Background: an optimization exercise with open tools, aiming at small area, a short achievable clock period and few clock cycles. Do not read the settings as production practice.
Where RTL was checked, it was by simulation tests only, not by an equivalence proof against the original.

the baseline:
==> module muldiv, before the edit <==
module muldiv (result, valid, clock, reset, start, opera1, opera2, muordi);
output [63:0] result;
output valid;
input [31:0] opera1;
input [63:0] opera2;
input  start, reset, muordi, clock;
reg        valid;
reg        busy;       
reg        negcyc;     
reg        dv;         
reg        dvs;        
reg        pre;        
reg        post;       
reg        sa;         
reg        neg1;       
reg        r1one, r1two;          
reg        r2one, r2two, r2neg;   
reg [3:0]  cnt;
reg [64:0] P;          
reg [32:0] M;          
assign result = P[63:0];
wire dolast = dv ? (cnt == 4'd15) : (cnt == 4'd7);
wire [31:0] Dm = M[31:0] ^ {32{sa}};
wire [7:0]  dnz, xnz, dab;
genvar gi;
generate for (gi = 0; gi < 8; gi = gi + 1) begin : g_nib
    assign dnz[gi] = |Dm[4*gi+3:4*gi];
    assign xnz[gi] = |P[4*gi+27:4*gi+24];
    if (gi == 7) assign dab[gi] = 1'b0;
    else         assign dab[gi] = dab[gi+1] | dnz[gi+1];
end endgenerate
wire skip = dvs & ~P[63] & ~|P[62:56] & ~|(xnz & ~dab) & (cnt <= 4'd11);
wire [40:0] Mz = {{6{M[32]}}, M, 2'b00};
wire [43:0] Mw = {{6{M[32]}}, M, 5'd0};
wire [35:0] A1 = {P[64], P[64], P[64:31]};
wire [35:0] B1 = (({36{dvs}} & Mz[37:2]) | ({36{r1one}} & Mz[36:1]) |
                  ({36{r1two}} & Mz[35:0])) ^ {36{neg1}};
wire        c1 = neg1 & ~negcyc;
wire [35:0] S1;
wire [36:0] T1 = {A1, c1} + {B1, c1};
assign S1 = T1[36:1];
wire        q1 = ~S1[31];
wire        neg2 = negcyc | (dvs & (S1[31] ^ ~sa)) | r2neg;
wire [38:0] A2x = {S1[35], S1[35], S1[35:3], dv ? S1[2] : neg2, S1[1:0], P[30]};
wire [38:0] A2 = negcyc ? {8'd0, P[30:0]} : A2x;
wire [38:0] B2 = (({39{dvs}} & Mw[43:5]) | ({39{r2one}} & Mw[39:1]) |
                  ({39{r2two}} & Mw[38:0])) ^ {39{neg2}};
wire        c2 = neg2 & ~negcyc;
wire [38:0] S2;
wire [39:0] T2 = {A2, c2} + {B2, c2};
assign S2 = T2[39:1];
wire        q2 = ~S2[31];
function [2:0] booth;
    input x1, x0, xm;
    booth = {x0 ^ xm, (x1 & ~x0 & ~xm) | (~x1 & x0 & xm), x1};
endfunction
wire [2:0] bl1 = booth(opera1[1], opera1[0], 1'b0);
wire [2:0] bl2 = booth(opera1[3], opera1[2], opera1[1]);
wire [2:0] bs1 = booth(P[5], P[4], P[3]);
wire [2:0] bs2 = booth(P[7], P[6], P[5]);
wire fin_neg  = negcyc & ~pre;              
wire fin_step = ~negcyc & ~skip & dolast;   
wire to_neg   = fin_step & dv & post;       
wire finish   = fin_neg | (fin_step & ~to_neg);
always @(posedge clock or posedge reset)
begin
    if (reset) begin
        valid <= 1'b0;
        busy <= 1'b0;
    end else if (start) begin
        valid <= 1'b0;
        busy <= 1'b1;
    end else if (busy & finish) begin
        valid <= 1'b1;
        busy <= 1'b0;
    end
end
always @(posedge clock)
begin
    if (start) begin
        dv <= muordi;
        negcyc <= muordi & opera2[63];
        dvs <= muordi & ~opera2[63];
        cnt <= 4'd0;
        pre <= opera2[63];
        post <= opera1[31] ^ opera2[63];
        sa <= opera1[31];
        if (muordi) begin
            neg1 <= opera2[63] ? ~|opera2[30:0] : ~opera1[31];
            {r1one, r1two} <= 2'b00;
            {r2one, r2two, r2neg} <= 3'b000;
            M <= {opera1[31], opera1};
            P <= {1'b0, opera2};
        end else begin
            {r1one, r1two, neg1} <= bl1;
            {r2one, r2two, r2neg} <= bl2;
            M <= {opera2[63], opera2[31:0]};
            P <= {33'd0, opera1};
        end
    end else if (busy) begin
        if (negcyc) begin
            P <= {1'b0, ~S1[32:0], ~S2[30:0]};
            pre <= 1'b0;
            negcyc <= 1'b0;
            dvs <= 1'b1;
            neg1 <= ~sa;
        end else if (skip) begin
            cnt <= cnt + 4'd4;
            P <= {1'b0, P[55:0], 8'd0};
            neg1 <= ~sa;
        end else begin
            cnt <= cnt + 4'd1;
            if (dv) begin
                P <= {S2[31], S2[31:0], P[29:0], q1, q2};
                if (to_neg) begin
                    negcyc <= 1'b1;
                    dvs <= 1'b0;
                    neg1 <= ~|P[28:0] & ~q1 & ~q2;
                end else
                    neg1 <= S2[31] ^ ~sa;
            end else begin
                P <= {S2[38:6], S2[5:4], S1[2:1], P[31:4]};
                {r1one, r1two, neg1} <= bs1;
                {r2one, r2two, r2neg} <= bs2;
            end
        end
    end
end
endmodule
export LEC_CHECK = 0
export CAP_MARGIN = 20
export CORE_MARGIN = 2
export CORE_UTILIZATION = 45
export SETUP_SLACK_MARGIN = 5
export SLEW_MARGIN = 20
create_clock -name core_clock -period 14.0 [get_ports {clock}]
standard.sh (not shown) runs the stock make flow with config.mk's settings and CLKGATE_MAP_FILE= SYNTH_SCRIPT=/design/flow/synth_recipe.tcl, a recipe that flattens the netlist after the stock synthesis.
==> flow/flow/run.sh <==
#!/bin/bash
# Standard layout, except that the port buffers are the smallest buffer cell.
set -euo pipefail
export BUFFER_PORTS_ARGS="-buffer_cell sky130_fd_sc_hd__buf_1"
bash standard.sh > standard_flow.log 2>&1
Testbench counts of the baseline, summed over its fixed seeds: cycles 28,348.
[inputs] the candidate vs the baseline
--- a/flow/design.v
+++ b/flow/design.v
@@ -37,8 +37,7 @@
                   ({36{r1two}} & Mz[35:0])) ^ {36{neg1}};
 wire        c1 = neg1 & ~negcyc;
 wire [35:0] S1;
-wire [36:0] T1 = {A1, c1} + {B1, c1};
-assign S1 = T1[36:1];
+pfx_add #(36) u_add1 (.a(A1), .b(B1), .cin(c1), .s(S1));
 wire        q1 = ~S1[31];
 wire        neg2 = negcyc | (dvs & (S1[31] ^ ~sa)) | r2neg;
 wire [38:0] A2x = {S1[35], S1[35], S1[35:3], dv ? S1[2] : neg2, S1[1:0], P[30]};
@@ -47,8 +46,7 @@
                   ({39{r2two}} & Mw[38:0])) ^ {39{neg2}};
 wire        c2 = neg2 & ~negcyc;
 wire [38:0] S2;
-wire [39:0] T2 = {A2, c2} + {B2, c2};
-assign S2 = T2[39:1];
+pfx_add #(39) u_add2 (.a(A2), .b(B2), .cin(c2), .s(S2));
 wire        q2 = ~S2[31];
 function [2:0] booth;
     input x1, x0, xm;
@@ -127,3 +125,27 @@
     end
 end
 endmodule
+module pfx_add #(parameter W = 35) (a, b, cin, s);
+input  [W-1:0] a, b;
+input          cin;
+output [W-1:0] s;
+localparam L = $clog2(W);
+wire [W-1:0] pp = a ^ b;
+wire [W-1:0] g [0:L];
+wire [W-1:0] p [0:L];
+assign g[0] = (a & b) | {{(W-1){1'b0}}, pp[0] & cin};
+assign p[0] = pp;
+genvar k, i;
+generate for (k = 0; k < L; k = k + 1) begin : g_lvl
+    for (i = 0; i < W; i = i + 1) begin : g_bit
+        if ((i >> k) & 1) begin : g_op
+            assign g[k+1][i] = g[k][i] | (p[k][i] & g[k][((i >> k) << k) - 1]);
+            assign p[k+1][i] = p[k][i] & p[k][((i >> k) << k) - 1];
+        end else begin : g_pass
+            assign g[k+1][i] = g[k][i];
+            assign p[k+1][i] = p[k][i];
+        end
+    end
+end endgenerate
+assign s = pp ^ {g[L][W-2:0], cin};
+endmodule
Results
- The candidate vs the baseline — final cell count dropped about 9%.
- The worst setup slack of the candidate falls short of that of the baseline by 670 ps.
- Between the candidate and the baseline, it is the candidate whose number of unique standard cell types used by synthesis is lower, by about 6%.
- Compared with the baseline, in the candidate synthesized cell count fell by 166; final non-filler cell area fell by about 6%.
- [the candidate] routed metal-1 wirelength fell 5400 µm relative to the baseline
- The candidate against the baseline: overall fraction of global-route tracks in use down 3.2 points, area enclosed by the die boundary moved down.
- Summary of the candidate over the baseline: core utilization held.
- Sequential share of cell area, the candidate and the baseline, lower one = the baseline.
The RTL of the candidate was laid out without a check of its function.

[afterwards: timing with drivers on the ports]
How much do the figures lean on ideal ports? The routed layouts below were timed once more, with nothing changed but the port constraints.
Step 1: set_driving_cell puts a clkbuf_16 on clock and a buf_2 on each other input, an assumption about the parent block.
Step 2 adds t to the input delays and takes it off the output delays; t is the mean of the earliest and latest rising clock arrival at the registers after step 1. Input paths then give back, and output paths get back, about the clock's delay inside the block.
Slacks: ideal ports / drivers / drivers and shift; pairs: ideal ports / drivers.
run	t (ns)	setup WS [ns]	latest minus earliest clock arrival (ns)	cell pins on the clock port's net
the baseline	0.491	6.094 / 6.094 / 6.094	0.018 / 0.018	1
the candidate	0.487	5.424 / 5.424 / 5.424	0.012 / 0.012	1
After both steps setup and hold are still met in every run listed.
